This design comes from an exercise in tuning for small area on the open sky130 flow, not from production work. At most, simulation tests tie the RTL to the original design; equivalence was not proved. No functional check of the RTL was part of runs 2 and 3.

==> flow/design.v, too long to show whole: its modules and the start of the top module <==
// module complex_sinusoid_ddfs: 86 lines
// module ddfs_rom: 608 lines
// module ddfs_g: 39 lines
// module ddfs_poly: 383 lines
// module ddfs_fa: 3 lines
// module ddfs_ha: 3 lines
// module ddfs_han: 4 lines
module complex_sinusoid_ddfs#(parameter ROM_DEPTH = 2048, ROM_WIDTH = 16)
(
        input wire                           i_clk,
        input wire                           i_rst,
        input wire        [31:0]             i_freq_control,
        input wire        [1:0]              i_invert_out,
        output reg signed [ROM_WIDTH-1:0]    o_real,
        output reg signed [ROM_WIDTH-1:0]    o_imag
);
  // ...
==> flow/run.sh <==
#!/bin/bash
# synth_recipe.tcl (not shown) runs the flow's synth.tcl, then flattens the netlist and writes it again
# the make line also repeats each setting of config.mk as NAME=value (left out here)
make -C /OpenROAD-flow-scripts/flow DESIGN_CONFIG=/design/flow/config.mk WORK_HOME=/design/flow/orfs CLKGATE_MAP_FILE= SYNTH_SCRIPT=/design/flow/synth_recipe.tcl finish
==> flow/config.mk <==
export PLATFORM = sky130hd
export DESIGN_NAME = complex_sinusoid_ddfs
export DESIGN_NICKNAME = complex_sinusoid_ddfs
export VERILOG_FILES = /design/flow/design.v
export SDC_FILE = /design/flow/constraint.sdc
export NUM_CORES = 4
export LEC_CHECK = 0
export ABC_AREA = 1
export CAP_MARGIN = 20
export CORE_MARGIN = 2
export CORE_UTILIZATION = 40
export GPL_TIMING_DRIVEN = 0
export PLACE_DENSITY = 0.6
export SLEW_MARGIN = 20
export SYNTH_HIERARCHICAL = 1
==> flow/constraint.sdc <==
create_clock -name core_clock -period 10.0 [get_ports {i_clk}]
set_input_delay 2.0000 -clock core_clock [delete_from_list [all_inputs] [get_ports {i_clk}]]
set_output_delay 2.0000 -clock core_clock [all_outputs]
set_load 0.01 [all_outputs]
==> reports/results.ini, run 1 <==
[synthesis]
ys.flop_type = dfxtp_1
synthXorXnorAreaFrac_pct = 0.5087
syn_area_per_cell_sq_um = 6.723
synth_cell_types = 39
synthMuxAreaShare_pct = 0
synth.area.top_cells = fa_1 (31%), nand2_1 (18%), dfxtp_1 (9.3%)

[sta]
fin_setup_tns_ns = 0
slew_headroom_pct = 30.40

[floorplan]
rows = 67
fp.coreArea_sq_um = 33700
die_area_sq_um = 35940
die_h_um = 189.6

[worst_hold_path]
hold_path_class = flop to flop

[drt]
wl_met3_um = 5181
wl_um = 57870
drc_errors = 0
initialDrtViolationCount = 1524

[worst_setup_path]
r2r-start = accumulator[30]
path_depth = 42
end_kind = flop
max_stage_delay_ns = 0.59
reg2reg_slack_ns = 0.20
cp_top_family = adder cells

[finish]
final_util_pct = 50.69
largest_reg_flops = 32
seq_area_sq_um = 1286
multi_input_area_share_pct = 68.38

[global_route]
grt_use_met1_pct = 46.16
busiest_layer = met2

[clocking]
cts_root_buf = clkbuf_16
cts_resized = 192

[place]
dp_hpwl_um = 45470
port_buffers = 67

[run_status]
status = finished clean

==> module complex_sinusoid_ddfs, before the edit <==
module complex_sinusoid_ddfs#(parameter ROM_DEPTH = 2048, ROM_WIDTH = 16)
(
        input wire                           i_clk,
        input wire                           i_rst,
        input wire        [31:0]             i_freq_control,
        input wire        [1:0]              i_invert_out,
        output reg signed [ROM_WIDTH-1:0]    o_real,
        output reg signed [ROM_WIDTH-1:0]    o_imag
);
    reg  [31:0] accumulator;
    wire [18:0] acc_lo, acc_lc;
    wire [12:0] acc_h0, acc_hc0, acc_h1, acc_hc1;
    ddfs_ha u_acc0 (.a(accumulator[0]), .b(i_freq_control[0]), .s(acc_lo[0]), .co(acc_lc[0]));
    ddfs_fa u_acc1 (.a(accumulator[1]), .b(i_freq_control[1]), .c(acc_lc[0]), .s(acc_lo[1]), .co(acc_lc[1]));
    ddfs_fa u_acc2 (.a(accumulator[2]), .b(i_freq_control[2]), .c(acc_lc[1]), .s(acc_lo[2]), .co(acc_lc[2]));
    ddfs_fa u_acc3 (.a(accumulator[3]), .b(i_freq_control[3]), .c(acc_lc[2]), .s(acc_lo[3]), .co(acc_lc[3]));
    ddfs_fa u_acc4 (.a(accumulator[4]), .b(i_freq_control[4]), .c(acc_lc[3]), .s(acc_lo[4]), .co(acc_lc[4]));
    ddfs_fa u_acc5 (.a(accumulator[5]), .b(i_freq_control[5]), .c(acc_lc[4]), .s(acc_lo[5]), .co(acc_lc[5]));
    ddfs_fa u_acc6 (.a(accumulator[6]), .b(i_freq_control[6]), .c(acc_lc[5]), .s(acc_lo[6]), .co(acc_lc[6]));
    ddfs_fa u_acc7 (.a(accumulator[7]), .b(i_freq_control[7]), .c(acc_lc[6]), .s(acc_lo[7]), .co(acc_lc[7]));
    ddfs_fa u_acc8 (.a(accumulator[8]), .b(i_freq_control[8]), .c(acc_lc[7]), .s(acc_lo[8]), .co(acc_lc[8]));
    ddfs_fa u_acc9 (.a(accumulator[9]), .b(i_freq_control[9]), .c(acc_lc[8]), .s(acc_lo[9]), .co(acc_lc[9]));
    ddfs_fa u_acc10 (.a(accumulator[10]), .b(i_freq_control[10]), .c(acc_lc[9]), .s(acc_lo[10]), .co(acc_lc[10]));
    ddfs_fa u_acc11 (.a(accumulator[11]), .b(i_freq_control[11]), .c(acc_lc[10]), .s(acc_lo[11]), .co(acc_lc[11]));
    ddfs_fa u_acc12 (.a(accumulator[12]), .b(i_freq_control[12]), .c(acc_lc[11]), .s(acc_lo[12]), .co(acc_lc[12]));
    ddfs_fa u_acc13 (.a(accumulator[13]), .b(i_freq_control[13]), .c(acc_lc[12]), .s(acc_lo[13]), .co(acc_lc[13]));
    ddfs_fa u_acc14 (.a(accumulator[14]), .b(i_freq_control[14]), .c(acc_lc[13]), .s(acc_lo[14]), .co(acc_lc[14]));
    ddfs_fa u_acc15 (.a(accumulator[15]), .b(i_freq_control[15]), .c(acc_lc[14]), .s(acc_lo[15]), .co(acc_lc[15]));
    ddfs_fa u_acc16 (.a(accumulator[16]), .b(i_freq_control[16]), .c(acc_lc[15]), .s(acc_lo[16]), .co(acc_lc[16]));
    ddfs_fa u_acc17 (.a(accumulator[17]), .b(i_freq_control[17]), .c(acc_lc[16]), .s(acc_lo[17]), .co(acc_lc[17]));
    ddfs_fa u_acc18 (.a(accumulator[18]), .b(i_freq_control[18]), .c(acc_lc[17]), .s(acc_lo[18]), .co(acc_lc[18]));
    ddfs_ha u_acc0_0 (.a(accumulator[19]), .b(i_freq_control[19]), .s(acc_h0[0]), .co(acc_hc0[0]));
    ddfs_han u_acc1_0 (.a(accumulator[19]), .b(i_freq_control[19]), .s(acc_h1[0]), .co(acc_hc1[0]));
    ddfs_fa u_acc0_1 (.a(accumulator[20]), .b(i_freq_control[20]), .c(acc_hc0[0]), .s(acc_h0[1]), .co(acc_hc0[1]));
    ddfs_fa u_acc1_1 (.a(accumulator[20]), .b(i_freq_control[20]), .c(acc_hc1[0]), .s(acc_h1[1]), .co(acc_hc1[1]));
    ddfs_fa u_acc0_2 (.a(accumulator[21]), .b(i_freq_control[21]), .c(acc_hc0[1]), .s(acc_h0[2]), .co(acc_hc0[2]));
    ddfs_fa u_acc1_2 (.a(accumulator[21]), .b(i_freq_control[21]), .c(acc_hc1[1]), .s(acc_h1[2]), .co(acc_hc1[2]));
    ddfs_fa u_acc0_3 (.a(accumulator[22]), .b(i_freq_control[22]), .c(acc_hc0[2]), .s(acc_h0[3]), .co(acc_hc0[3]));
    ddfs_fa u_acc1_3 (.a(accumulator[22]), .b(i_freq_control[22]), .c(acc_hc1[2]), .s(acc_h1[3]), .co(acc_hc1[3]));
    ddfs_fa u_acc0_4 (.a(accumulator[23]), .b(i_freq_control[23]), .c(acc_hc0[3]), .s(acc_h0[4]), .co(acc_hc0[4]));
    ddfs_fa u_acc1_4 (.a(accumulator[23]), .b(i_freq_control[23]), .c(acc_hc1[3]), .s(acc_h1[4]), .co(acc_hc1[4]));
    ddfs_fa u_acc0_5 (.a(accumulator[24]), .b(i_freq_control[24]), .c(acc_hc0[4]), .s(acc_h0[5]), .co(acc_hc0[5]));
    ddfs_fa u_acc1_5 (.a(accumulator[24]), .b(i_freq_control[24]), .c(acc_hc1[4]), .s(acc_h1[5]), .co(acc_hc1[5]));
    ddfs_fa u_acc0_6 (.a(accumulator[25]), .b(i_freq_control[25]), .c(acc_hc0[5]), .s(acc_h0[6]), .co(acc_hc0[6]));
    ddfs_fa u_acc1_6 (.a(accumulator[25]), .b(i_freq_control[25]), .c(acc_hc1[5]), .s(acc_h1[6]), .co(acc_hc1[6]));
    ddfs_fa u_acc0_7 (.a(accumulator[26]), .b(i_freq_control[26]), .c(acc_hc0[6]), .s(acc_h0[7]), .co(acc_hc0[7]));
    ddfs_fa u_acc1_7 (.a(accumulator[26]), .b(i_freq_control[26]), .c(acc_hc1[6]), .s(acc_h1[7]), .co(acc_hc1[7]));
    ddfs_fa u_acc0_8 (.a(accumulator[27]), .b(i_freq_control[27]), .c(acc_hc0[7]), .s(acc_h0[8]), .co(acc_hc0[8]));
    ddfs_fa u_acc1_8 (.a(accumulator[27]), .b(i_freq_control[27]), .c(acc_hc1[7]), .s(acc_h1[8]), .co(acc_hc1[8]));
    ddfs_fa u_acc0_9 (.a(accumulator[28]), .b(i_freq_control[28]), .c(acc_hc0[8]), .s(acc_h0[9]), .co(acc_hc0[9]));
    ddfs_fa u_acc1_9 (.a(accumulator[28]), .b(i_freq_control[28]), .c(acc_hc1[8]), .s(acc_h1[9]), .co(acc_hc1[9]));
    ddfs_fa u_acc0_10 (.a(accumulator[29]), .b(i_freq_control[29]), .c(acc_hc0[9]), .s(acc_h0[10]), .co(acc_hc0[10]));
    ddfs_fa u_acc1_10 (.a(accumulator[29]), .b(i_freq_control[29]), .c(acc_hc1[9]), .s(acc_h1[10]), .co(acc_hc1[10]));
    ddfs_fa u_acc0_11 (.a(accumulator[30]), .b(i_freq_control[30]), .c(acc_hc0[10]), .s(acc_h0[11]), .co(acc_hc0[11]));
    ddfs_fa u_acc1_11 (.a(accumulator[30]), .b(i_freq_control[30]), .c(acc_hc1[10]), .s(acc_h1[11]), .co(acc_hc1[11]));
    ddfs_fa u_acc0_12 (.a(accumulator[31]), .b(i_freq_control[31]), .c(acc_hc0[11]), .s(acc_h0[12]), .co(acc_hc0[12]));
    ddfs_fa u_acc1_12 (.a(accumulator[31]), .b(i_freq_control[31]), .c(acc_hc1[11]), .s(acc_h1[12]), .co(acc_hc1[12]));
    wire [31:0] acc_sum = {acc_lc[18] ? acc_h1 : acc_h0, acc_lo};
    wire [10:0] sin_addr = accumulator[29:19] ^ {11{accumulator[30]}};
    wire [10:0] cos_addr = ~sin_addr;
    wire [7:0]  g;                        
    ddfs_g u_g (.t(sin_addr[4:0]), .g(g));
    wire sin_neg = accumulator[31] ^ i_invert_out[0];
    wire cos_neg = accumulator[31] ^ accumulator[30] ^ i_invert_out[1];
    wire [19:0] s_c0n, c_c0n;
    wire [11:0] s_c1, c_c1;
    wire [4:0]  s_c2, c_c2;
    ddfs_rom u_rom_s (.s(sin_addr[10:5]), .c0n(s_c0n), .c1(s_c1), .c2(s_c2));
    ddfs_rom u_rom_c (.s(cos_addr[10:5]), .c0n(c_c0n), .c1(c_c1), .c2(c_c2));
    wire [14:0] sin_v_n, cos_v_n;
    ddfs_poly u_poly_s (.c0n(s_c0n), .c1(s_c1), .c2(s_c2), .t(sin_addr[4:0]), .g(g), .neg(sin_neg), .v_n(sin_v_n));
    ddfs_poly u_poly_c (.c0n(c_c0n), .c1(c_c1), .c2(c_c2), .t(cos_addr[4:0]), .g(g), .neg(cos_neg), .v_n(cos_v_n));
    wire [15:0] sin_out = {sin_neg & (|sin_addr), sin_v_n ^ {15{~sin_neg}}};
    wire [15:0] cos_out = {cos_neg & (|cos_addr), cos_v_n ^ {15{~cos_neg}}};
    always @(posedge i_clk) begin
        if (i_rst) begin
            o_real <= 0;
            o_imag <= 0;
            accumulator <= 0;
        end else begin
            accumulator <= acc_sum;
            o_real <= cos_out;
            o_imag <= sin_out;
        end
    end
endmodule
==> module ddfs_poly, before the edit <==
module ddfs_poly(input [19:0] c0n, input [11:0] c1, input [4:0] c2, input [4:0] t, input [7:0] g, input neg, output [14:0] v_n);
  wire n1;
  wire n2;
  wire n3;
  wire n4;
  wire n5;
  wire n6;
  wire n7;
  wire n8;
  wire n9;
  wire n10;
  wire n11;
  wire n12;
  wire n13;
  wire n14;
  wire n15;
  wire n16;
  wire n17;
  wire n18;
  wire n19;
  wire n20;
  wire n21;
  wire n22;
  wire n23;
  wire n24;
  wire n25;
  wire n26;
  wire n27;
  wire n28;
  wire n29;
  wire n30;
  wire n31;
  wire n32;
  wire n33;
  wire n34;
  wire n35;
  wire n36;
  wire n37;
  wire n38;
  wire n39;
  wire n40;
  wire n41;
  wire n42;
  wire n43;
  wire n44;
  wire n45;
  wire n46;
  wire n47;
  wire n48;
  wire n49;
  wire n50;
  wire n51;
  wire n52;
  wire n53;
  wire n54;
  wire n55;
  wire n56;
  wire n57;
  wire n58;
  wire n59;
  wire n60;
  wire n61;
  wire n62;
  wire n63;
  wire n64;
  wire n65;
  wire n66;
  wire n67;
  wire n68;
  wire n69;
  wire n70;
  wire n71;
  wire n72;
  wire n73;
  wire n74;
  wire n75;
  wire n76;
  wire n77;
  wire n78;
  wire n79;
  wire n80;
  wire n81;
  wire n82;
  wire n83;
  wire n84;
  wire n85;
  wire n86;
  wire n87;
  wire n88;
  wire n89;
  wire n90;
  wire n91;
  wire n92;
  wire n93;
  wire n94;
  wire n95;
  wire n96;
  wire n97;
  wire n98;
  wire n99;
  wire n100;
  wire n101;
  wire n102;
  wire n103;
  wire n104;
  wire n105;
  wire n106;
  wire n107;
  wire n108;
  wire n109;
  wire n110;
  wire n111;
  wire n112;
  wire n113;
  wire n114;
  wire n115;
  wire n116;
  wire n117;
  wire n118;
  wire n119;
  wire n120;
  wire n121;
  wire n122;
  wire n123;
  wire n124;
  wire n125;
  wire n126;
  wire n127;
  wire n128;
  wire n129;
  wire n130;
  wire n131;
  wire n132;
  wire n133;
  wire n134;
  wire n135;
  wire n136;
  wire n137;
  wire n138;
  wire n139;
  wire n140;
  wire n141;
  wire n142;
  wire n143;
  wire n144;
  wire n145;
  wire n146;
  wire n147;
  wire n148;
  wire n149;
  wire n150;
  wire n151;
  wire n152;
  wire n153;
  wire n154;
  wire n155;
  wire n156;
  wire n157;
  wire n158;
  wire n159;
  wire n160;
  wire n161;
  wire n162;
  wire n163;
  wire n164;
  wire n165;
  wire n166;
  wire n167;
  wire n168;
  wire n169;
  wire n170;
  wire n171;
  wire n172;
  wire n173;
  wire n174;
  wire n175;
  wire n176;
  wire n177;
  wire n178;
  wire n179;
  wire n180;
  wire n181;
  wire n182;
  wire n183;
  wire n184;
  wire n185;
  wire n186;
  wire n187;
  wire n188;
  wire n189;
  wire n190;
  wire n191;
  wire n192;
  wire n193;
  wire n194;
  wire n195;
  wire n196;
  wire n197;
  wire n198;
  wire n199;
  wire n200;
  wire n201;
  wire n202;
  wire n203;
  wire n204;
  wire n205;
  wire n206;
  wire n207;
  wire n208;
  wire n209;
  wire n210;
  wire n211;
  wire n212;
  wire n213;
  wire n214;
  wire n215;
  wire n216;
  wire n217;
  wire n218;
  wire n219;
  wire n220;
  wire n221;
  wire n222;
  wire n223;
  wire n224;
  wire n225;
  wire n226;
  wire n227;
  wire n228;
  wire n229;
  wire n230;
  wire n231;
  wire n232;
  wire n233;
  wire n234;
  wire n235;
  wire n236;
  wire n237;
  wire n238;
  ddfs_han nha2 (.a(c0n[1]), .b(~(c1[3]&t[0])), .s(n1), .co(n2));
  ddfs_fa nfa4 (.a(c0n[2]), .b(~(c1[4]&t[0])), .c(~(c1[3]&t[1])), .s(n3), .co(n4));
  ddfs_han nha6 (.a(c0n[3]), .b(~(c1[5]&t[0])), .s(n5), .co(n6));
  ddfs_han nha8 (.a(~(c1[1]&t[0])), .b(~(c1[0]&t[1])), .s(n7), .co(n8));
  ddfs_fa nfa10 (.a(c0n[0]), .b(~(c1[2]&t[0])), .c(~(c1[1]&t[1])), .s(n9), .co(n10));
  ddfs_fa nfa12 (.a(~(c1[0]&t[2])), .b(~(c2[4]&g[2])), .c(~(c2[3]&g[3])), .s(n11), .co(n12));
  ddfs_fa nfa14 (.a(~(c1[2]&t[1])), .b(~(c1[1]&t[2])), .c(~(c1[0]&t[3])), .s(n13), .co(n14));
  ddfs_fa nfa16 (.a(~(c2[4]&g[3])), .b(~(c2[3]&g[4])), .c(~(c2[2]&g[5])), .s(n15), .co(n16));
  ddfs_han nha18 (.a(~(c2[1]&g[6])), .b(~(c2[0]&g[7])), .s(n17), .co(n18));
  ddfs_fa nfa20 (.a(~(c1[2]&t[2])), .b(~(c1[1]&t[3])), .c(~(c1[0]&t[4])), .s(n19), .co(n20));
  ddfs_fa nfa22 (.a(~(c2[4]&g[4])), .b(~(c2[3]&g[5])), .c(~(c2[2]&g[6])), .s(n21), .co(n22));
  ddfs_fa nfa24 (.a(~(c2[1]&g[7])), .b(n2), .c(n3), .s(n23), .co(n24));
  ddfs_fa nfa26 (.a(~(c1[4]&t[1])), .b(~(c1[3]&t[2])), .c(~(c1[2]&t[3])), .s(n25), .co(n26));
  ddfs_fa nfa28 (.a(~(c1[1]&t[4])), .b(~(c2[4]&g[5])), .c(~(c2[3]&g[6])), .s(n27), .co(n28));
  ddfs_fa nfa30 (.a(~(c2[2]&g[7])), .b(n4), .c(n5), .s(n29), .co(n30));
  ddfs_fa nfa32 (.a(c0n[4]), .b(~(c1[6]&t[0])), .c(~(c1[5]&t[1])), .s(n31), .co(n32));
  ddfs_fa nfa34 (.a(~(c1[4]&t[2])), .b(~(c1[3]&t[3])), .c(~(c1[2]&t[4])), .s(n33), .co(n34));
  ddfs_fa nfa36 (.a(~(c2[4]&g[6])), .b(~(c2[3]&g[7])), .c(n6), .s(n35), .co(n36));
  ddfs_fa nfa38 (.a(c0n[5]), .b(~(c1[7]&t[0])), .c(~(c1[6]&t[1])), .s(n37), .co(n38));
  ddfs_fa nfa40 (.a(~(c1[5]&t[2])), .b(~(c1[4]&t[3])), .c(~(c1[3]&t[4])), .s(n39), .co(n40));
  ddfs_han nha42 (.a(~(c2[4]&g[7])), .b(neg), .s(n41), .co(n42));
  ddfs_fa nfa44 (.a(c0n[6]), .b(~(c1[8]&t[0])), .c(~(c1[7]&t[1])), .s(n43), .co(n44));
  ddfs_han nha46 (.a(~(c1[6]&t[2])), .b(~(c1[5]&t[3])), .s(n45), .co(n46));
  ddfs_fa nfa48 (.a(c0n[7]), .b(~(c1[9]&t[0])), .c(~(c1[8]&t[1])), .s(n47), .co(n48));
  ddfs_han nha50 (.a(c0n[8]), .b(~(c1[10]&t[0])), .s(n49), .co(n50));
  ddfs_han nha52 (.a(c0n[9]), .b(~(c1[11]&t[0])), .s(n51), .co(n52));
  ddfs_fa nfa54 (.a(~(c1[0]&t[0])), .b(~(c2[4]&g[0])), .c(~(c2[3]&g[1])), .s(n53), .co(n54));
  ddfs_fa nfa56 (.a(~(c2[4]&g[1])), .b(~(c2[3]&g[2])), .c(~(c2[2]&g[3])), .s(n55), .co(n56));
  ddfs_han nha58 (.a(~(c2[1]&g[4])), .b(~(c2[0]&g[5])), .s(n57), .co(n58));
  ddfs_fa nfa60 (.a(~(c2[2]&g[4])), .b(~(c2[1]&g[5])), .c(~(c2[0]&g[6])), .s(n59), .co(n60));
  ddfs_fa nfa62 (.a(n8), .b(n9), .c(n11), .s(n61), .co(n62));
  ddfs_fa nfa64 (.a(n1), .b(n10), .c(n12), .s(n63), .co(n64));
  ddfs_fa nfa66 (.a(n13), .b(n15), .c(n17), .s(n65), .co(n66));
  ddfs_fa nfa68 (.a(n14), .b(n16), .c(n18), .s(n67), .co(n68));
  ddfs_fa nfa70 (.a(n19), .b(n21), .c(n23), .s(n69), .co(n70));
  ddfs_fa nfa72 (.a(n20), .b(n22), .c(n24), .s(n71), .co(n72));
  ddfs_fa nfa74 (.a(n25), .b(n27), .c(n29), .s(n73), .co(n74));
  ddfs_fa nfa76 (.a(n26), .b(n28), .c(n30), .s(n75), .co(n76));
  ddfs_fa nfa78 (.a(n31), .b(n33), .c(n35), .s(n77), .co(n78));
  ddfs_fa nfa80 (.a(n32), .b(n34), .c(n36), .s(n79), .co(n80));
  ddfs_fa nfa82 (.a(n37), .b(n39), .c(n41), .s(n81), .co(n82));
  ddfs_fa nfa84 (.a(~(c1[4]&t[4])), .b(n38), .c(n40), .s(n83), .co(n84));
  ddfs_fa nfa86 (.a(n42), .b(n43), .c(n45), .s(n85), .co(n86));
  ddfs_fa nfa88 (.a(~(c1[7]&t[2])), .b(~(c1[6]&t[3])), .c(~(c1[5]&t[4])), .s(n87), .co(n88));
  ddfs_fa nfa90 (.a(n44), .b(n46), .c(n47), .s(n89), .co(n90));
  ddfs_fa nfa92 (.a(~(c1[9]&t[1])), .b(~(c1[8]&t[2])), .c(~(c1[7]&t[3])), .s(n91), .co(n92));
  ddfs_fa nfa94 (.a(~(c1[6]&t[4])), .b(n48), .c(n49), .s(n93), .co(n94));
  ddfs_fa nfa96 (.a(~(c1[10]&t[1])), .b(~(c1[9]&t[2])), .c(~(c1[8]&t[3])), .s(n95), .co(n96));
  ddfs_fa nfa98 (.a(~(c1[7]&t[4])), .b(n50), .c(n51), .s(n97), .co(n98));
  ddfs_fa nfa100 (.a(c0n[10]), .b(~(c1[11]&t[1])), .c(~(c1[10]&t[2])), .s(n99), .co(n100));
  ddfs_fa nfa102 (.a(~(c1[9]&t[3])), .b(~(c1[8]&t[4])), .c(n52), .s(n101), .co(n102));
  ddfs_fa nfa104 (.a(c0n[11]), .b(~(c1[11]&t[2])), .c(~(c1[10]&t[3])), .s(n103), .co(n104));
  ddfs_han nha106 (.a(~(c2[3]&g[0])), .b(~(c2[2]&g[1])), .s(n105), .co(n106));
  ddfs_fa nfa108 (.a(~(c2[2]&g[2])), .b(~(c2[1]&g[3])), .c(~(c2[0]&g[4])), .s(n107), .co(n108));
  ddfs_fa nfa110 (.a(n7), .b(n54), .c(n55), .s(n109), .co(n110));
  ddfs_fa nfa112 (.a(n56), .b(n58), .c(n59), .s(n111), .co(n112));
  ddfs_fa nfa114 (.a(n60), .b(n62), .c(n63), .s(n113), .co(n114));
  ddfs_fa nfa116 (.a(n64), .b(n66), .c(n67), .s(n115), .co(n116));
  ddfs_fa nfa118 (.a(n68), .b(n70), .c(n71), .s(n117), .co(n118));
  ddfs_fa nfa120 (.a(n72), .b(n74), .c(n75), .s(n119), .co(n120));
  ddfs_fa nfa122 (.a(n76), .b(n78), .c(n79), .s(n121), .co(n122));
  ddfs_fa nfa124 (.a(n80), .b(n82), .c(n83), .s(n123), .co(n124));
  ddfs_fa nfa126 (.a(n84), .b(n86), .c(n87), .s(n125), .co(n126));
  ddfs_fa nfa128 (.a(n88), .b(n90), .c(n91), .s(n127), .co(n128));
  ddfs_fa nfa130 (.a(n92), .b(n94), .c(n95), .s(n129), .co(n130));
  ddfs_fa nfa132 (.a(n96), .b(n98), .c(n99), .s(n131), .co(n132));
  ddfs_fa nfa134 (.a(~(c1[9]&t[4])), .b(n100), .c(n102), .s(n133), .co(n134));
  ddfs_fa nfa136 (.a(c0n[12]), .b(~(c1[11]&t[3])), .c(~(c1[10]&t[4])), .s(n135), .co(n136));
  ddfs_han nha138 (.a(~(c2[2]&g[0])), .b(~(c2[1]&g[1])), .s(n137), .co(n138));
  ddfs_fa nfa140 (.a(~(c2[1]&g[2])), .b(~(c2[0]&g[3])), .c(n105), .s(n139), .co(n140));
  ddfs_fa nfa142 (.a(n53), .b(n106), .c(n107), .s(n141), .co(n142));
  ddfs_fa nfa144 (.a(n57), .b(n108), .c(n109), .s(n143), .co(n144));
  ddfs_fa nfa146 (.a(n61), .b(n110), .c(n111), .s(n145), .co(n146));
  ddfs_fa nfa148 (.a(n65), .b(n112), .c(n113), .s(n147), .co(n148));
  ddfs_fa nfa150 (.a(n69), .b(n114), .c(n115), .s(n149), .co(n150));
  ddfs_fa nfa152 (.a(n73), .b(n116), .c(n117), .s(n151), .co(n152));
  ddfs_fa nfa154 (.a(n77), .b(n118), .c(n119), .s(n153), .co(n154));
  ddfs_fa nfa156 (.a(n81), .b(n120), .c(n121), .s(n155), .co(n156));
  ddfs_fa nfa158 (.a(n85), .b(n122), .c(n123), .s(n157), .co(n158));
  ddfs_fa nfa160 (.a(n89), .b(n124), .c(n125), .s(n159), .co(n160));
  ddfs_fa nfa162 (.a(n93), .b(n126), .c(n127), .s(n161), .co(n162));
  ddfs_fa nfa164 (.a(n97), .b(n128), .c(n129), .s(n163), .co(n164));
  ddfs_fa nfa166 (.a(n101), .b(n130), .c(n131), .s(n165), .co(n166));
  ddfs_fa nfa168 (.a(n103), .b(n132), .c(n133), .s(n167), .co(n168));
  ddfs_fa nfa170 (.a(n104), .b(n134), .c(n135), .s(n169), .co(n170));
  ddfs_fa nfa172 (.a(c0n[13]), .b(~(c1[11]&t[4])), .c(n136), .s(n171), .co(n172));
  assign n173 = ~(~(c2[0]&g[0]));
  assign n174 = ~(~(c2[1]&g[0]) | ~(c2[0]&g[1]));
  assign n175 = ~(~(c2[1]&g[0]) & ~(c2[0]&g[1]));
  assign n176 = ~(~(c2[0]&g[2]) | n137);
  assign n177 = ~(~(c2[0]&g[2]) & n137);
  assign n178 = ~(n138 | n139);
  assign n179 = ~(n138 & n139);
  assign n180 = ~(n140 | n141);
  assign n181 = ~(n140 & n141);
  assign n182 = ~(n142 | n143);
  assign n183 = ~(n142 & n143);
  assign n184 = ~(n144 | n145);
  assign n185 = ~(n144 & n145);
  assign n186 = ~(n146 | n147);
  assign n187 = ~(n146 & n147);
  assign n188 = ~(n148 | n149);
  assign n189 = ~(n148 & n149);
  assign n190 = ~(n150 | n151);
  assign n191 = ~(n150 & n151);
  assign n192 = ~(n152 | n153);
  assign n193 = ~(n152 & n153);
  assign n194 = n175 & n173;
  assign n195 = n178 | (n179 & n176);
  assign n196 = n179 & n177;
  assign n197 = n182 | (n183 & n180);
  assign n198 = n183 & n181;
  assign n199 = n186 | (n187 & n184);
  assign n200 = n187 & n185;
  assign n201 = n190 | (n191 & n188);
  assign n202 = n191 & n189;
  assign n203 = n195 | (n196 & n174);
  assign n204 = n196 & n194;
  assign n205 = n199 | (n200 & n197);
  assign n206 = n200 & n198;
  assign n207 = n192 | (n193 & n201);
  assign n208 = n193 & n202;
  assign n209 = n205 | (n206 & n203);
  assign n210 = n206 & n204;
  assign n211 = n207 | (n208 & n209);
  assign n212 = n208 & n210;
  assign n213 = ~(n211);
  ddfs_fa nfa215 (.a(n154), .b(n155), .c(n213), .s(n214), .co(n215));
  ddfs_fa nfa217 (.a(n156), .b(n157), .c(n215), .s(n216), .co(n217));
  ddfs_fa nfa219 (.a(n158), .b(n159), .c(n217), .s(n218), .co(n219));
  ddfs_fa nfa221 (.a(n160), .b(n161), .c(n219), .s(n220), .co(n221));
  ddfs_fa nfa223 (.a(n162), .b(n163), .c(n221), .s(n222), .co(n223));
  ddfs_fa nfa225 (.a(n164), .b(n165), .c(n223), .s(n224), .co(n225));
  ddfs_fa nfa227 (.a(n166), .b(n167), .c(n225), .s(n226), .co(n227));
  ddfs_fa nfa229 (.a(n168), .b(n169), .c(n227), .s(n228), .co(n229));
  ddfs_fa nfa231 (.a(n170), .b(n171), .c(n229), .s(n230), .co(n231));
  ddfs_fa nfa233 (.a(c0n[14]), .b(n172), .c(n231), .s(n232), .co(n233));
  assign n234 = c0n[15] ^ ~(n233);
  assign n235 = c0n[16] ^ ~(n233 | c0n[15]);
  assign n236 = c0n[17] ^ ~(n233 | c0n[15] | c0n[16]);
  assign n237 = c0n[18] ^ ~(n233 | c0n[15] | c0n[16] | c0n[17]);
  assign n238 = c0n[19] ^ ~(n233 | c0n[15] | c0n[16] | c0n[17] | c0n[18]);
  assign v_n = {n238,n237,n236,n235,n234,n232,n230,n228,n226,n224,n222,n220,n218,n216,n214};
endmodule
==> inputs of run 2 (changes only) <==
--- a/flow/design.v
+++ b/flow/design.v
@@ -11,4 +11,4 @@
     reg  [31:0] accumulator;
-    wire [18:0] acc_lo, acc_lc;
-    wire [12:0] acc_h0, acc_hc0, acc_h1, acc_hc1;
+    wire [15:0] acc_lo, acc_lc;
+    wire [15:0] acc_h0, acc_hc0, acc_h1, acc_hc1;
     ddfs_ha u_acc0 (.a(accumulator[0]), .b(i_freq_control[0]), .s(acc_lo[0]), .co(acc_lc[0]));
@@ -29,32 +29,35 @@
     ddfs_fa u_acc15 (.a(accumulator[15]), .b(i_freq_control[15]), .c(acc_lc[14]), .s(acc_lo[15]), .co(acc_lc[15]));
-    ddfs_fa u_acc16 (.a(accumulator[16]), .b(i_freq_control[16]), .c(acc_lc[15]), .s(acc_lo[16]), .co(acc_lc[16]));
-    ddfs_fa u_acc17 (.a(accumulator[17]), .b(i_freq_control[17]), .c(acc_lc[16]), .s(acc_lo[17]), .co(acc_lc[17]));
-    ddfs_fa u_acc18 (.a(accumulator[18]), .b(i_freq_control[18]), .c(acc_lc[17]), .s(acc_lo[18]), .co(acc_lc[18]));
-    ddfs_ha u_acc0_0 (.a(accumulator[19]), .b(i_freq_control[19]), .s(acc_h0[0]), .co(acc_hc0[0]));
-    ddfs_han u_acc1_0 (.a(accumulator[19]), .b(i_freq_control[19]), .s(acc_h1[0]), .co(acc_hc1[0]));
-    ddfs_fa u_acc0_1 (.a(accumulator[20]), .b(i_freq_control[20]), .c(acc_hc0[0]), .s(acc_h0[1]), .co(acc_hc0[1]));
-    ddfs_fa u_acc1_1 (.a(accumulator[20]), .b(i_freq_control[20]), .c(acc_hc1[0]), .s(acc_h1[1]), .co(acc_hc1[1]));
-    ddfs_fa u_acc0_2 (.a(accumulator[21]), .b(i_freq_control[21]), .c(acc_hc0[1]), .s(acc_h0[2]), .co(acc_hc0[2]));
-    ddfs_fa u_acc1_2 (.a(accumulator[21]), .b(i_freq_control[21]), .c(acc_hc1[1]), .s(acc_h1[2]), .co(acc_hc1[2]));
-    ddfs_fa u_acc0_3 (.a(accumulator[22]), .b(i_freq_control[22]), .c(acc_hc0[2]), .s(acc_h0[3]), .co(acc_hc0[3]));
-    ddfs_fa u_acc1_3 (.a(accumulator[22]), .b(i_freq_control[22]), .c(acc_hc1[2]), .s(acc_h1[3]), .co(acc_hc1[3]));
-    ddfs_fa u_acc0_4 (.a(accumulator[23]), .b(i_freq_control[23]), .c(acc_hc0[3]), .s(acc_h0[4]), .co(acc_hc0[4]));
-    ddfs_fa u_acc1_4 (.a(accumulator[23]), .b(i_freq_control[23]), .c(acc_hc1[3]), .s(acc_h1[4]), .co(acc_hc1[4]));
-    ddfs_fa u_acc0_5 (.a(accumulator[24]), .b(i_freq_control[24]), .c(acc_hc0[4]), .s(acc_h0[5]), .co(acc_hc0[5]));
-    ddfs_fa u_acc1_5 (.a(accumulator[24]), .b(i_freq_control[24]), .c(acc_hc1[4]), .s(acc_h1[5]), .co(acc_hc1[5]));
-    ddfs_fa u_acc0_6 (.a(accumulator[25]), .b(i_freq_control[25]), .c(acc_hc0[5]), .s(acc_h0[6]), .co(acc_hc0[6]));
-    ddfs_fa u_acc1_6 (.a(accumulator[25]), .b(i_freq_control[25]), .c(acc_hc1[5]), .s(acc_h1[6]), .co(acc_hc1[6]));
-    ddfs_fa u_acc0_7 (.a(accumulator[26]), .b(i_freq_control[26]), .c(acc_hc0[6]), .s(acc_h0[7]), .co(acc_hc0[7]));
-    ddfs_fa u_acc1_7 (.a(accumulator[26]), .b(i_freq_control[26]), .c(acc_hc1[6]), .s(acc_h1[7]), .co(acc_hc1[7]));
-    ddfs_fa u_acc0_8 (.a(accumulator[27]), .b(i_freq_control[27]), .c(acc_hc0[7]), .s(acc_h0[8]), .co(acc_hc0[8]));
-    ddfs_fa u_acc1_8 (.a(accumulator[27]), .b(i_freq_control[27]), .c(acc_hc1[7]), .s(acc_h1[8]), .co(acc_hc1[8]));
-    ddfs_fa u_acc0_9 (.a(accumulator[28]), .b(i_freq_control[28]), .c(acc_hc0[8]), .s(acc_h0[9]), .co(acc_hc0[9]));
-    ddfs_fa u_acc1_9 (.a(accumulator[28]), .b(i_freq_control[28]), .c(acc_hc1[8]), .s(acc_h1[9]), .co(acc_hc1[9]));
-    ddfs_fa u_acc0_10 (.a(accumulator[29]), .b(i_freq_control[29]), .c(acc_hc0[9]), .s(acc_h0[10]), .co(acc_hc0[10]));
-    ddfs_fa u_acc1_10 (.a(accumulator[29]), .b(i_freq_control[29]), .c(acc_hc1[9]), .s(acc_h1[10]), .co(acc_hc1[10]));
-    ddfs_fa u_acc0_11 (.a(accumulator[30]), .b(i_freq_control[30]), .c(acc_hc0[10]), .s(acc_h0[11]), .co(acc_hc0[11]));
-    ddfs_fa u_acc1_11 (.a(accumulator[30]), .b(i_freq_control[30]), .c(acc_hc1[10]), .s(acc_h1[11]), .co(acc_hc1[11]));
-    ddfs_fa u_acc0_12 (.a(accumulator[31]), .b(i_freq_control[31]), .c(acc_hc0[11]), .s(acc_h0[12]), .co(acc_hc0[12]));
-    ddfs_fa u_acc1_12 (.a(accumulator[31]), .b(i_freq_control[31]), .c(acc_hc1[11]), .s(acc_h1[12]), .co(acc_hc1[12]));
-    wire [31:0] acc_sum = {acc_lc[18] ? acc_h1 : acc_h0, acc_lo};
+    ddfs_ha u_acc0_0 (.a(accumulator[16]), .b(i_freq_control[16]), .s(acc_h0[0]), .co(acc_hc0[0]));
+    ddfs_han u_acc1_0 (.a(accumulator[16]), .b(i_freq_control[16]), .s(acc_h1[0]), .co(acc_hc1[0]));
+    ddfs_fa u_acc0_1 (.a(accumulator[17]), .b(i_freq_control[17]), .c(acc_hc0[0]), .s(acc_h0[1]), .co(acc_hc0[1]));
+    ddfs_fa u_acc1_1 (.a(accumulator[17]), .b(i_freq_control[17]), .c(acc_hc1[0]), .s(acc_h1[1]), .co(acc_hc1[1]));
+    ddfs_fa u_acc0_2 (.a(accumulator[18]), .b(i_freq_control[18]), .c(acc_hc0[1]), .s(acc_h0[2]), .co(acc_hc0[2]));
+    ddfs_fa u_acc1_2 (.a(accumulator[18]), .b(i_freq_control[18]), .c(acc_hc1[1]), .s(acc_h1[2]), .co(acc_hc1[2]));
+    ddfs_fa u_acc0_3 (.a(accumulator[19]), .b(i_freq_control[19]), .c(acc_hc0[2]), .s(acc_h0[3]), .co(acc_hc0[3]));
+    ddfs_fa u_acc1_3 (.a(accumulator[19]), .b(i_freq_control[19]), .c(acc_hc1[2]), .s(acc_h1[3]), .co(acc_hc1[3]));
+    ddfs_fa u_acc0_4 (.a(accumulator[20]), .b(i_freq_control[20]), .c(acc_hc0[3]), .s(acc_h0[4]), .co(acc_hc0[4]));
+    ddfs_fa u_acc1_4 (.a(accumulator[20]), .b(i_freq_control[20]), .c(acc_hc1[3]), .s(acc_h1[4]), .co(acc_hc1[4]));
+    ddfs_fa u_acc0_5 (.a(accumulator[21]), .b(i_freq_control[21]), .c(acc_hc0[4]), .s(acc_h0[5]), .co(acc_hc0[5]));
+    ddfs_fa u_acc1_5 (.a(accumulator[21]), .b(i_freq_control[21]), .c(acc_hc1[4]), .s(acc_h1[5]), .co(acc_hc1[5]));
+    ddfs_fa u_acc0_6 (.a(accumulator[22]), .b(i_freq_control[22]), .c(acc_hc0[5]), .s(acc_h0[6]), .co(acc_hc0[6]));
+    ddfs_fa u_acc1_6 (.a(accumulator[22]), .b(i_freq_control[22]), .c(acc_hc1[5]), .s(acc_h1[6]), .co(acc_hc1[6]));
+    ddfs_fa u_acc0_7 (.a(accumulator[23]), .b(i_freq_control[23]), .c(acc_hc0[6]), .s(acc_h0[7]), .co(acc_hc0[7]));
+    ddfs_fa u_acc1_7 (.a(accumulator[23]), .b(i_freq_control[23]), .c(acc_hc1[6]), .s(acc_h1[7]), .co(acc_hc1[7]));
+    ddfs_fa u_acc0_8 (.a(accumulator[24]), .b(i_freq_control[24]), .c(acc_hc0[7]), .s(acc_h0[8]), .co(acc_hc0[8]));
+    ddfs_fa u_acc1_8 (.a(accumulator[24]), .b(i_freq_control[24]), .c(acc_hc1[7]), .s(acc_h1[8]), .co(acc_hc1[8]));
+    ddfs_fa u_acc0_9 (.a(accumulator[25]), .b(i_freq_control[25]), .c(acc_hc0[8]), .s(acc_h0[9]), .co(acc_hc0[9]));
+    ddfs_fa u_acc1_9 (.a(accumulator[25]), .b(i_freq_control[25]), .c(acc_hc1[8]), .s(acc_h1[9]), .co(acc_hc1[9]));
+    ddfs_fa u_acc0_10 (.a(accumulator[26]), .b(i_freq_control[26]), .c(acc_hc0[9]), .s(acc_h0[10]), .co(acc_hc0[10]));
+    ddfs_fa u_acc1_10 (.a(accumulator[26]), .b(i_freq_control[26]), .c(acc_hc1[9]), .s(acc_h1[10]), .co(acc_hc1[10]));
+    ddfs_fa u_acc0_11 (.a(accumulator[27]), .b(i_freq_control[27]), .c(acc_hc0[10]), .s(acc_h0[11]), .co(acc_hc0[11]));
+    ddfs_fa u_acc1_11 (.a(accumulator[27]), .b(i_freq_control[27]), .c(acc_hc1[10]), .s(acc_h1[11]), .co(acc_hc1[11]));
+    ddfs_fa u_acc0_12 (.a(accumulator[28]), .b(i_freq_control[28]), .c(acc_hc0[11]), .s(acc_h0[12]), .co(acc_hc0[12]));
+    ddfs_fa u_acc1_12 (.a(accumulator[28]), .b(i_freq_control[28]), .c(acc_hc1[11]), .s(acc_h1[12]), .co(acc_hc1[12]));
+    ddfs_fa u_acc0_13 (.a(accumulator[29]), .b(i_freq_control[29]), .c(acc_hc0[12]), .s(acc_h0[13]), .co(acc_hc0[13]));
+    ddfs_fa u_acc1_13 (.a(accumulator[29]), .b(i_freq_control[29]), .c(acc_hc1[12]), .s(acc_h1[13]), .co(acc_hc1[13]));
+    ddfs_fa u_acc0_14 (.a(accumulator[30]), .b(i_freq_control[30]), .c(acc_hc0[13]), .s(acc_h0[14]), .co(acc_hc0[14]));
+    ddfs_fa u_acc1_14 (.a(accumulator[30]), .b(i_freq_control[30]), .c(acc_hc1[13]), .s(acc_h1[14]), .co(acc_hc1[14]));
+    ddfs_fa u_acc0_15 (.a(accumulator[31]), .b(i_freq_control[31]), .c(acc_hc0[14]), .s(acc_h0[15]), .co(acc_hc0[15]));
+    ddfs_fa u_acc1_15 (.a(accumulator[31]), .b(i_freq_control[31]), .c(acc_hc1[14]), .s(acc_h1[15]), .co(acc_hc1[15]));
+    wire [31:0] acc_sum = {acc_lc[15] ? acc_h1 : acc_h0, acc_lo};
     wire [10:0] sin_addr = accumulator[29:19] ^ {11{accumulator[30]}};
@@ -973,2 +976,47 @@
   wire n238;
+  wire n239;
+  wire n240;
+  wire n241;
+  wire n242;
+  wire n243;
+  wire n244;
+  wire n245;
+  wire n246;
+  wire n247;
+  wire n248;
+  wire n249;
+  wire n250;
+  wire n251;
+  wire n252;
+  wire n253;
+  wire n254;
+  wire n255;
+  wire n256;
+  wire n257;
+  wire n258;
+  wire n259;
+  wire n260;
+  wire n261;
+  wire n262;
+  wire n263;
+  wire n264;
+  wire n265;
+  wire n266;
+  wire n267;
+  wire n268;
+  wire n269;
+  wire n270;
+  wire n271;
+  wire n272;
+  wire n273;
+  wire n274;
+  wire n275;
+  wire n276;
+  wire n277;
+  wire n278;
+  wire n279;
+  wire n280;
+  wire n281;
+  wire n282;
+  wire n283;
   ddfs_han nha2 (.a(c0n[1]), .b(~(c1[3]&t[0])), .s(n1), .co(n2));
@@ -1099,19 +1147,64 @@
   assign n212 = n208 & n210;
-  assign n213 = ~(n211);
-  ddfs_fa nfa215 (.a(n154), .b(n155), .c(n213), .s(n214), .co(n215));
-  ddfs_fa nfa217 (.a(n156), .b(n157), .c(n215), .s(n216), .co(n217));
-  ddfs_fa nfa219 (.a(n158), .b(n159), .c(n217), .s(n218), .co(n219));
-  ddfs_fa nfa221 (.a(n160), .b(n161), .c(n219), .s(n220), .co(n221));
-  ddfs_fa nfa223 (.a(n162), .b(n163), .c(n221), .s(n222), .co(n223));
-  ddfs_fa nfa225 (.a(n164), .b(n165), .c(n223), .s(n224), .co(n225));
-  ddfs_fa nfa227 (.a(n166), .b(n167), .c(n225), .s(n226), .co(n227));
-  ddfs_fa nfa229 (.a(n168), .b(n169), .c(n227), .s(n228), .co(n229));
-  ddfs_fa nfa231 (.a(n170), .b(n171), .c(n229), .s(n230), .co(n231));
-  ddfs_fa nfa233 (.a(c0n[14]), .b(n172), .c(n231), .s(n232), .co(n233));
-  assign n234 = c0n[15] ^ ~(n233);
-  assign n235 = c0n[16] ^ ~(n233 | c0n[15]);
-  assign n236 = c0n[17] ^ ~(n233 | c0n[15] | c0n[16]);
-  assign n237 = c0n[18] ^ ~(n233 | c0n[15] | c0n[16] | c0n[17]);
-  assign n238 = c0n[19] ^ ~(n233 | c0n[15] | c0n[16] | c0n[17] | c0n[18]);
-  assign v_n = {n238,n237,n236,n235,n234,n232,n230,n228,n226,n224,n222,n220,n218,n216,n214};
+  assign n213 = ~(n154 | n155);
+  assign n214 = ~(n154 & n155);
+  assign n215 = ~(n156 | n157);
+  assign n216 = ~(n156 & n157);
+  assign n217 = ~(n158 | n159);
+  assign n218 = ~(n158 & n159);
+  assign n219 = ~(n160 | n161);
+  assign n220 = ~(n160 & n161);
+  assign n221 = ~(n162 | n163);
+  assign n222 = ~(n162 & n163);
+  assign n223 = ~(n164 | n165);
+  assign n224 = ~(n164 & n165);
+  assign n225 = n215 | (n216 & n213);
+  assign n226 = n216 & n214;
+  assign n227 = n219 | (n220 & n217);
+  assign n228 = n220 & n218;
+  assign n229 = n223 | (n224 & n221);
+  assign n230 = n224 & n222;
+  assign n231 = n227 | (n228 & n225);
+  assign n232 = n228 & n226;
+  assign n233 = n229 | (n230 & n231);
+  assign n234 = n230 & n232;
+  assign n235 = n233 | (n234 & n211);
+  assign n236 = ~(n166 | n167);
+  assign n237 = ~(n166 & n167);
+  assign n238 = ~(n168 | n169);
+  assign n239 = ~(n168 & n169);
+  assign n240 = ~(n170 | n171);
+  assign n241 = ~(n170 & n171);
+  assign n242 = ~(c0n[14] | n172);
+  assign n243 = ~(c0n[14] & n172);
+  assign n244 = ~(c0n[15]);
+  assign n245 = ~(c0n[16]);
+  assign n246 = n238 | (n239 & n236);
+  assign n247 = n239 & n237;
+  assign n248 = n242 | (n243 & n240);
+  assign n249 = n243 & n241;
+  assign n250 = n245 & n244;
+  assign n251 = n248 | (n249 & n246);
+  assign n252 = n249 & n247;
+  assign n253 = 1'b0 | (n250 & n251);
+  assign n254 = n250 & n252;
+  assign n255 = n253 | (n254 & n235);
+  assign n256 = ~(n211);
+  ddfs_fa nfa258 (.a(n154), .b(n155), .c(n256), .s(n257), .co(n258));
+  ddfs_fa nfa260 (.a(n156), .b(n157), .c(n258), .s(n259), .co(n260));
+  ddfs_fa nfa262 (.a(n158), .b(n159), .c(n260), .s(n261), .co(n262));
+  ddfs_fa nfa264 (.a(n160), .b(n161), .c(n262), .s(n263), .co(n264));
+  ddfs_fa nfa266 (.a(n162), .b(n163), .c(n264), .s(n265), .co(n266));
+  ddfs_fa nfa268 (.a(n164), .b(n165), .c(n266), .s(n267), .co(n268));
+  assign n269 = ~(n235);
+  ddfs_fa nfa271 (.a(n166), .b(n167), .c(n269), .s(n270), .co(n271));
+  ddfs_fa nfa273 (.a(n168), .b(n169), .c(n271), .s(n272), .co(n273));
+  ddfs_fa nfa275 (.a(n170), .b(n171), .c(n273), .s(n274), .co(n275));
+  ddfs_fa nfa277 (.a(c0n[14]), .b(n172), .c(n275), .s(n276), .co(n277));
+  assign n278 = c0n[15] ^ ~(n277);
+  assign n279 = c0n[16] ^ ~(n277 | c0n[15]);
+  assign n280 = ~(n255);
+  assign n281 = c0n[17] ^ ~(n280);
+  assign n282 = c0n[18] ^ ~(n280 | c0n[17]);
+  assign n283 = c0n[19] ^ ~(n280 | c0n[17] | c0n[18]);
+  assign v_n = {n283,n282,n281,n279,n278,n276,n274,n272,n270,n267,n265,n263,n261,n259,n257};
 endmodule
==> run 2 against run 1 <==
Synthesized area grew 2.9%. Fmax up 1.9%. Via count grew 0.80%. Worst hold slack worse by 0.032 ns.
==> reports/results.ini, run 2 <==
[synthesis]
synth_common_cells = nand2_1 (686), inv_1 (277), nor2_1 (221)  ; was nand2_1 (659), inv_1 (270), fa_1 (212)
ys_seq_elements = 64  ; unchanged
synthesis.area_sq_um = 14170  ; was 13770 sq um
synth_cell_types = 37  ; was 39
synthXorXnorAreaFrac_pct = 0.6180  ; was 0.5087%
synthMuxAreaShare_pct = 0  ; unchanged
yosysWarnings = 8  ; unchanged
synth_compound_gate_area_share_pct = 9.209  ; was 8.693%
ys.flop_type = dfxtp_1  ; unchanged
syn_area_per_cell_sq_um = 6.634  ; was 6.723 sq um
yosys.area_share.simple_pct = 32.44  ; was 31.80%
synth_most_common_cell = nand2_1  ; unchanged
synth_top_area_share_pct = 30.37  ; was 30.81%
syn_inst = 2136  ; was 2049
synth_top_family_by_area = adder cells  ; unchanged
yosysSeqAreaShare_pct = 9.041  ; was 9.301%
yosys.area.top_type = fa_1  ; unchanged
synth_adder_area_share_pct = 36.20  ; was 36.99%
synth_nets = 2453  ; was 2365
synth.area.top_cells = fa_1 (30%), nand2_1 (18%), dfxtp_1 (9.0%)  ; was fa_1 (31%), nand2_1 (18%), dfxtp_1 (9.3%)
async_flop_share_pct = 0  ; unchanged
synth_edf_count = 0  ; unchanged

[clocking]
path_clk_slew_ns = 0.06  ; about the same
cts_root_buf = clkbuf_16  ; unchanged
insertion_delay_ns = 0.33  ; about the same
clk_path_buf_depth = 2  ; unchanged
post_cts_buffers = 0  ; was 23
htreeDepth = 3  ; unchanged
cts_buffers = 9  ; unchanged
clock_sinks = 64  ; unchanged
hold_buffers = 0  ; unchanged
cts_tree = done  ; unchanged
cts_resized = 0  ; was 192

[global_route]
grt_pass1_vias = 14809  ; was 14695
grt_pass1_wl_um = 85010  ; was 87580 um
antenna_found_initial = 0  ; unchanged
overflow = 0  ; unchanged
grt_usage_pct = 30.27  ; was 32.29%
grt_max_degree = 16  ; unchanged

[sta]
slew_headroom_pct = 24.84  ; was 30.40%
tightest_slew_ns = 1.119  ; was 1.038 ns
max_freq_mhz = 104.0  ; was 102.0 MHz
final_hold_viol_count = 0  ; unchanged
setup_viol = 0  ; unchanged
fin_setup_tns_ns = 0  ; unchanged
worst_clock_skew_ns = 0.006333  ; was 0.008211 ns
slew_violations = 0  ; unchanged
fin_crit_ns = 9.617  ; was 9.801 ns
fin_crit_sh_pct = 96.17  ; was 98.01%
rsz0062_at_grt = no  ; was yes

[drt]
viasPerCell = 5.553  ; was 5.563
wl_per_cell_um = 20.49  ; was 21.86 um
initialDrtViolationCount = 1599  ; was 1524
ant_nets = 0  ; unchanged
drt_pre_antenna_iters = 5  ; was 6
vias = 14843  ; was 14725
drc_errors = 0  ; unchanged
wl_um = 54780  ; was 57870 um

[finish]
n_antenna_cell = 0  ; unchanged
final_nets = 2530  ; was 2510
n_fill_cell = 3678  ; was 3395
final_util_pct = 45.23  ; was 50.69%
final_layout_size_suffix_gt1_share_pct = 5.951  ; was 18.74%
largest_reg_flops = 32  ; unchanged
syn2layout_area_growth_pct = 10.79  ; was 24.03%
final_common_cell = nand2_1  ; unchanged
largest_register = accumulator  ; unchanged
multiInputGateArea_sq_um = 11120  ; was 11680 sq um
seq_area_sq_um = 1281  ; was 1286 sq um
final_cell_mix = nand2_1 (686), inv_1 (277), nor2_1 (221)  ; was nand2_1 (604), inv_1 (246), nor2_1 (183)
reg_top3 = accumulator (32), o_imag (16), o_real (16)  ; unchanged

[worst_setup_path]
r2r_cells = 35  ; was 42
reg2reg_slack_ns = 0.38  ; was 0.20 ns
max_stage_delay_ns = 0.90  ; was 0.59 ns
crit_slowest_cell = xnor2_1  ; was fa_2
end_kind = flop  ; unchanged
path_class = flop to flop  ; unchanged
timing.rr.end = o_real[5]  ; was o_imag[14]
r2r-start = accumulator[30]  ; unchanged
cp_common_cell = fa_1  ; was fa_2
startpoint_type = flop  ; unchanged
crit_fanout = 14  ; was 12
cp.arrival_ns = 9.84  ; was 10.01 ns
cp.required_ns = 10.22  ; was 10.21 ns

[floorplan]
die_area_sq_um = 36950  ; was 35940 sq um
fp.coreArea_sq_um = 34710  ; was 33700 sq um
die_w_um = 192.2  ; was 189.6 um
ios = 68  ; unchanged
die_h_um = 192.2  ; was 189.6 um
start_util_pct = 40.82  ; was 40.87%
rows = 68  ; was 67

[worst_hold_path]
hold_path_class = flop to flop  ; unchanged
worstHoldPathCells = 3  ; unchanged
min_to = accumulator[0]  ; unchanged
min_from = accumulator[0]  ; unchanged

[place]
port_buffers = 66  ; was 67
place.gp.congestion = 1.056  ; was 0.9932
dp_hpwl_um = 44670  ; was 45470 um

[run]
max-cap-violations = 0  ; unchanged

[run_status]
status = finished clean  ; unchanged

==> run 2: worst max-delay path by stage <==
stage                      start               to  slack [ns]  cells past startpoint
6_report         accumulator[30]        o_real[5]        0.38                     35
3_3_place_gp   i_freq_control[0]  accumulator[28]        0.41                     21
5_1_grt          accumulator[30]        o_real[5]        0.02                     34
2_1_floorplan  i_freq_control[0]  accumulator[21]        1.41                     20
3_5_place_dp   i_freq_control[0]  accumulator[30]        0.37                     21
4_1_cts          accumulator[30]        o_real[5]        0.44                     36
==> run 2: area by class of cell <==
cell class,count,share of cell area [%]
Multi-Input combinational cell,1662,70.85
Sequential cell,64,8.161
Inverter,294,7.077
Buffer,116,4.224
Timing Repair Buffer,66,4.208
Tap cell,455,3.626
Clock buffer,11,1.610
Clock inverter,5,0.2471
==> run 2: metrics by stage <==
step / std cells / area [sq um] / worst slack [ns] / hold WS (ns)
floorplan: 2136 / 14170 / 1.415 / 0.5316
global placement: 2657 / 15400 / 0.4132 / 0.5457
detailed placement: 2657 / 15400 / 0.3714 / 0.5520
CTS: 2673 / 15690 / 0.4440 / 0.5660
global route: 2673 / 15700 / 0.02154 / 0.6042
finish: 2673 / 15700 / 0.3827 / 0.5601
==> run 2: cell families after synthesis <==
| logic type | count (synthesis) |
|---|---|
| and+or+nand+nor | 1134 |
| other | 1 |
| AOI/OAI and AO/OA | 236 |
| buffers and inverters | 410 |
| DFF | 64 |
| xor gates and xnor gates | 10 |
| adders and majority gates | 281 |
==> run 2: critical path, delay by kind of cell, from the launching register on <==
kind                     cells  cell delay, ns
XOR/XNOR                     1            0.90
AND/OR/NAND/NOR             13            1.40
buffers and inverters        8            1.39
flip-flops                   1            0.36
adder cells (fa/ha/maj)     12            5.32
AO/OA/AOI/OAI                1            0.11
==> run 2: routing by layer <==
| layer | vias up | part of all wire [%] | GRT usage, % |
|---|---|---|---|
| met4 | 0 | 3.6 | 10.72 |
| met1 | 7125 | 44 | 43.05 |
| met3 | 135 | 9.8 | 5.975 |
| met2 | 831 | 42 | 45.56 |
| li1 | 6752 | - | - |
| met5 | - | 0 | 0 |
==> run 2: Yosys stat by module (local to each module, per instance) <==
module | cells | flops+latches
ddfs_han | 5 | 0
ddfs_rom | 465 | 0
ddfs_g | 61 | 0
ddfs_ha | 1 | 0
ddfs_poly | 211 | 0
ddfs_fa | 1 | 0
complex_sinusoid_ddfs | 391 | 64
==> inputs of run 3 (changes only) <==
--- a/flow/config.mk
+++ b/flow/config.mk
@@ -11,2 +11,3 @@
 export CORE_UTILIZATION = 40
+export CTS_BUF_LIST = sky130_fd_sc_hd__clkbuf_4
 export GPL_TIMING_DRIVEN = 0
==> run 3 against run 2 <==
Cell area is 1.1% lower. Synthesized area stayed put. Routed wire length hardly changed. Critical path type unchanged. Worst hold slack better by 0.014 ns. Critical endpoint unchanged. Still clean on timing, DRC and antenna.
==> reports/results.ini, run 3 <==
[sta]
slew_headroom_pct = 24.85  ; was 24.84%
final_hold_viol_count = 0  ; unchanged
tightest_slew_ns = 1.119  ; about the same
fin_setup_tns_ns = 0  ; unchanged
setup_viol = 0  ; unchanged
slew_violations = 0  ; unchanged
max_freq_mhz = 104.0  ; about the same
worst_clock_skew_ns = 0.01612  ; was 0.006333 ns
fin_crit_ns = 9.617  ; about the same
rsz0062_at_grt = no  ; unchanged
fin_crit_sh_pct = 96.17  ; about the same

[finish]
final_util_pct = 44.72  ; was 45.23%
largest_reg_flops = 32  ; unchanged
final_layout_size_suffix_gt1_share_pct = 5.861  ; was 5.951%
largest_register = accumulator  ; unchanged
final_cell_mix = nand2_1 (686), inv_1 (277), nor2_1 (221)  ; unchanged
final_common_cell = nand2_1  ; unchanged
syn2layout_area_growth_pct = 9.553  ; was 10.79%
n_fill_cell = 3709  ; was 3678
reg_top3 = accumulator (32), o_imag (16), o_real (16)  ; unchanged
final_nets = 2530  ; unchanged

[drt]
ant_nets = 0  ; unchanged
vias = 14841  ; was 14843
viasPerCell = 5.550  ; was 5.553
initialDrtViolationCount = 1662  ; was 1599
drc_errors = 0  ; unchanged
wl_um = 54740  ; was 54780 um
wl_per_cell_um = 20.47  ; was 20.49 um
drt_pre_antenna_iters = 6  ; was 5

[synthesis]
yosys.area.top_type = fa_1  ; unchanged
synth_cell_types = 37  ; unchanged
async_flop_share_pct = 0  ; unchanged
ys_seq_elements = 64  ; unchanged
syn_area_per_cell_sq_um = 6.634  ; unchanged
synth.area.top_cells = fa_1 (30%), nand2_1 (18%), dfxtp_1 (9.0%)  ; unchanged
ys.flop_type = dfxtp_1  ; unchanged
synthesis.area_sq_um = 14170  ; unchanged
synth_top_area_share_pct = 30.37  ; unchanged
synth_edf_count = 0  ; unchanged
yosysWarnings = 8  ; unchanged
synth_nets = 2453  ; unchanged
syn_inst = 2136  ; unchanged
synth_common_cells = nand2_1 (686), inv_1 (277), nor2_1 (221)  ; unchanged
yosysSeqAreaShare_pct = 9.041  ; unchanged
synth_most_common_cell = nand2_1  ; unchanged

[worst_setup_path]
crit_slowest_cell = fa_1  ; was xnor2_1
r2r_cells = 36  ; was 35
crit_end = o_real[5]  ; unchanged
r2r-start = accumulator[30]  ; unchanged
crit_fanout = 10  ; was 14
timing.rr.end = o_real[5]  ; unchanged
end_kind = flop  ; unchanged
startpoint_type = flop  ; unchanged
reg2reg_slack_ns = 0.38  ; about the same
max_stage_delay_ns = 0.57  ; was 0.90 ns
cp.required_ns = 10.34  ; was 10.22 ns
path_class = flop to flop  ; unchanged
cp.arrival_ns = 9.95  ; was 9.84 ns
crit_start = accumulator[30]  ; unchanged

[global_route]
antenna_found_initial = 1  ; was 0
overflow = 0  ; unchanged
grt_max_degree = 16  ; unchanged
grt_pass1_vias = 14802  ; was 14809
grt_pass1_wl_um = 84980  ; was 85010 um
grt_usage_pct = 30.23  ; was 30.27%

[floorplan]
start_util_pct = 40.82  ; unchanged
die_w_um = 192.2  ; unchanged
fp.coreArea_sq_um = 34710  ; unchanged
die_area_sq_um = 36950  ; unchanged
rows = 68  ; unchanged
ios = 68  ; unchanged
die_h_um = 192.2  ; unchanged

[worst_hold_path]
hold_path_class = flop to flop  ; unchanged

[clocking]
cts_tree = done  ; unchanged
path_clk_slew_ns = 0.12  ; was 0.06 ns
insertion_delay_ns = 0.41  ; was 0.33 ns
htreeDepth = 3  ; unchanged
clk_path_buf_depth = 2  ; unchanged
post_cts_buffers = 0  ; unchanged
clock_sinks = 64  ; unchanged
cts_buffers = 9  ; unchanged
cts_root_buf = clkbuf_4  ; was clkbuf_16

[place]
place.gp.congestion = 1.056  ; unchanged
dp_hpwl_um = 44670  ; unchanged
port_buffers = 66  ; unchanged

[run]
max-cap-violations = 0  ; unchanged

[run_status]
status = finished clean  ; unchanged

run 3: per-layer routing:
layer	track usage, %	share of wire [%]
met3	5.920	11
met4	10.72	3.6
met1	43.05	44
met5	0	0
met2	45.48	42
run 3: worst max-delay path: cells and delay by family, from the launching register on:
family                     cells  cell delay (ns)
AOI/OAI and AO/OA              1             0.11
adders and majority gates     12             5.47
buffers and inverters          8             1.58
DFF                            1             0.44
and+or+nand+nor               15             1.95
run 3: final cells by class:
type,count,area (sq um),area share (%)
clock buffer,9,67.56,0.4352
antenna,1,2.502,0.01612
timing repair buffer,66,660.6,4.255
multi-input combinational,1662,11120,71.65
inverter,294,1111,7.157
sequential,64,1281,8.253
buffer,116,663.1,4.271
tap,455,569.3,3.667
clock inverter,7,46.29,0.2982
run 3: worst min-delay path by stage:
| stage | cells past startpoint | to | slack, ns | start |
|---|---|---|---|---|
| after floorplan | 3 | accumulator[0] | 0.53 | accumulator[0] |
| after global placement | 3 | accumulator[0] | 0.55 | accumulator[0] |
| after detailed placement | 3 | accumulator[0] | 0.55 | accumulator[0] |
| after CTS | 3 | accumulator[0] | 0.58 | accumulator[0] |
| after global routing | 3 | accumulator[0] | 0.62 | accumulator[0] |
| final | 3 | accumulator[0] | 0.57 | accumulator[0] |
run 3: kinds of logic after synthesis:
family	share of synthesized area, %
other cells	0.02646
xor+xnor	0.6181
simple gates	32.44
flops	9.041
compound gates	9.209
buf+inv	12.47
fa+ha+maj	36.20
run 3: what timing repair did:
item                       in CTS  in global routing
resized for setup               0                  2
setup endpoints to repair       0                  2
hold buffers                    0                  0
run 3: modules after synthesis, one instance, submodules excluded:
module,cell area [sq um],cells inside
complex_sinusoid_ddfs,2649,391
ddfs_fa,20.02,1
ddfs_g,301.5,61
ddfs_ha,12.51,1
ddfs_han,27.53,5
ddfs_poly,937.1,211
ddfs_rom,2192,465
run 3: stage by stage:
step | instance area, sq um | hold slack [ns] | setup WS (ns) | cells
2_1_floorplan | 14170 | 0.5316 | 1.415 | 2136
3_3_place_gp | 15400 | 0.5457 | 0.4132 | 2657
3_5_place_dp | 15400 | 0.5520 | 0.3714 | 2657
4_1_cts | 15510 | 0.5823 | 0.4178 | 2673
5_1_grt | 15520 | 0.6212 | 0.002399 | 2674
6_report | 15520 | 0.5743 | 0.3834 | 2674

-- port drivers added, routing unchanged --
Ports are ideal in the flow. The routed layouts listed here were re-timed in OpenROAD. Step 1, drivers: a clkbuf_16 drives i_clk and a buf_2 each remaining input, both assumed. Step 2 also shifts input and output timing later by t, the mid clock arrival at the registers, as if the neighbouring blocks saw the same clock. Slacks: no drivers / after step 1 / after step 2; pairs: no drivers / after step 1.
run	shift t [ns]	setup WS [ns]	worst setup path after step 2	worst register clock-pin slew, ns	pins driven straight from the clock port
run 1	0.365	0.199 / 0.199 / -0.089	input to register	0.06 / 0.06	1
run 2	0.361	0.383 / 0.383 / 0.383	register to register	0.06 / 0.06	1
run 3	0.435	0.383 / 0.383 / 0.383	register to register	0.12 / 0.12	1
Met with ideal ports but missed after step 2: setup timing in run 1. The setup slack of run 1, which loses most, moves by 0.000 ns with the drivers and by -0.288 ns with both steps.
